Background: an optimization exercise with open tools, aiming at small area and a short achievable clock period. Do not read the settings as production practice. Function was checked by simulation only, so behaviour that the tests miss may differ from the original.

Setup of lane 1:
// ERM16_microprocessor
module ERM16_microprocessor (input logic init,clk,input logic [15:0] DI,output logic [15:0] ADDR_BUS,DO,output logic wrmem,ioe,intreq);
logic decodeinstr,we3,rst,hlt,wrpc,prefix,jump,ch,ret,wrflags,seladdr,state_flag_bit;
logic [5:0] Jcc;
logic [4:0] func;
logic [3:0] stwr;
logic [1:0] spc_a;
logic [2:0] spc_b;
logic [2:0] state;
logic [6:0] q_ir;
logic [8:0] q_op;
logic [15:0] imm,a,b,Bop,RD1,RD2,WD3,ALUresult,DI_PC,DO_PC;
logic [5:0] flags_in,flags_out;
logic [2:0] A1,A3;
logic lmul,ldiv,lmod,limm,lany,llast,lhold;
logic [15:0] lB;
logic [17:0] lB3;
logic [2:0] ldest;
logic [15:0] lres;
logic lp16;
logic [16:0] acc,lx;
logic [3:0] lqb;
control_unit cb(q_ir,clk,state_flag_bit,init,wrmem,ioe,intreq,decodeinstr,we3,rst,hlt,wrpc,prefix,jump,ch,ret,wrflags,seladdr,Jcc,func,stwr,spc_a,spc_b,state);
always_ff @(posedge clk)
	{q_ir,q_op} <= DI;
assign imm = {4'b0,{6{q_op[5]}},q_op[5:0]};
assign A1 = ret ? 3'b111 : q_op[8:6];
assign A3 = llast ? ldest : ch ? 3'b111 : q_op[8:6];
always_comb
	if (llast) WD3 = lres;
	else case (stwr[2:0])
		3'd0: WD3 = ALUresult;
		3'd1: WD3 = imm;
		3'd2: WD3 = b;
		3'd3: WD3 = a;
		default: WD3 = DI;
	endcase
reg_file regfile(A1,q_op[5:3],A3,we3 | llast,clk,rst,WD3,RD1,RD2);
always_ff @(posedge clk,posedge rst)
	if (rst) {lmul,ldiv,lmod} <= 3'b0;
	else if (state == 3'd3) begin
		lmul <= q_ir[6:1] == 6'd12;
		ldiv <= q_ir[6:1] == 6'd13;
		lmod <= q_ir[6:1] == 6'd39;
	end
assign limm = (state == 3'd3) & q_ir[0] & ((q_ir[6:1] == 6'd12) | (q_ir[6:1] == 6'd13) | (q_ir[6:1] == 6'd39));
assign lany = lmul | ldiv | lmod;
  ...
Size: about 3400 cells after synthesis, ~280 flip-flops, about 24000 µm² of cells after synthesis.
export LEC_CHECK = 0
export ABC_AREA = 1
export CAP_MARGIN = 20
export CORE_MARGIN = 2
export CORE_UTILIZATION = 50
export PLACE_DENSITY = 0.75
export SLEW_MARGIN = 20
create_clock -name core_clock -period 30.0 [get_ports {clk}]
standard.sh (not shown) runs the stock make flow with config.mk's settings and CLKGATE_MAP_FILE= SYNTH_SCRIPT=/design/flow/synth_recipe.tcl, a recipe that flattens the netlist after the stock synthesis.
==> flow/flow/run.sh <==
#!/bin/bash
# Layout: the standard flow (standard.sh: the standard synthesis, then ORFS
# floorplan, placement, CTS, routing and finish), unchanged except for two
# ORFS settings:
#  - SETUP_SLACK_MARGIN: repair_timing aims for this setup slack (ns)
#    instead of 0, so it works on the critical paths;
set -euo pipefail
export SETUP_SLACK_MARGIN=22.5
export BUFFER_PORTS_ARGS="-buffer_cell sky130_fd_sc_hd__buf_2"
bash standard.sh > standard.log 2>&1
Lane 1: full flow OK, the timing, DRC and antenna checks passed
Here is what was changed in the inputs of lane 2 compared with lane 1.
--- a/flow/config.mk
+++ b/flow/config.mk
@@ -11,3 +11,3 @@
 export CORE_UTILIZATION = 50
-export PLACE_DENSITY = 0.75
 export SLEW_MARGIN = 20
+export TNS_END_PERCENT = 20
--- outcome ---
Lane 2 ran to completion and came out clean on the timing, DRC and antenna checks.
Re smallest setup slack after layout: lane 1 was lower than lane 2.
Time the worst path needs with I/O delays and setup is higher on lane 1
The core of lane 2 is more densely filled than that of lane 1.
Total non-filler cell area in the finished layout: higher on lane 2
Diff lane 1 -> lane 2: multi-input gate share of the layout cell area neither gained nor lost much, non-clock buffer count lost about 2.2%, clock network contribution to total cell area picked up an extra 0.46 points.
Lane 2 ended up with a higher wire length on met2 than lane 1 did.
The fraction of area in non-clock buffers was comparable across lane 1 and lane 2.
Source of the critical timing path: a[14] -> lane 2, b[3] -> lane 1

==> re-timing with driven ports <==
No port has a modelled driver above. Below, the same layouts with a new extraction and two added sets of constraints.
Step 1, drivers: a clkbuf_16 drives clk and a buf_2 each remaining input, both assumed.
Step 2 times the ports against the registers' clock, not the clock port: input delays grow and output delays shrink by t, the midpoint of the rising clock arrivals with the driver on.
Slacks: no drivers / after step 1 / after step 2; pairs: no drivers / after step 1.
| run | t, ns | slack for setup (ns) | hold slack, ns | worst setup path at the end |
|---|---|---|---|---|
| lane 1 | 0.671 | 22.575 / 22.575 / 22.575 | 0.464 / 0.464 / 0.464 | register to register |
| lane 2 | 0.611 | 22.687 / 22.687 / 22.636 | 0.487 / 0.487 / 0.487 | input to register |
After both steps setup and hold are still met in every run listed. For lane 2, which loses most, drivers alone change the setup slack by 0.000 ns; drivers and shift together by -0.051 ns.
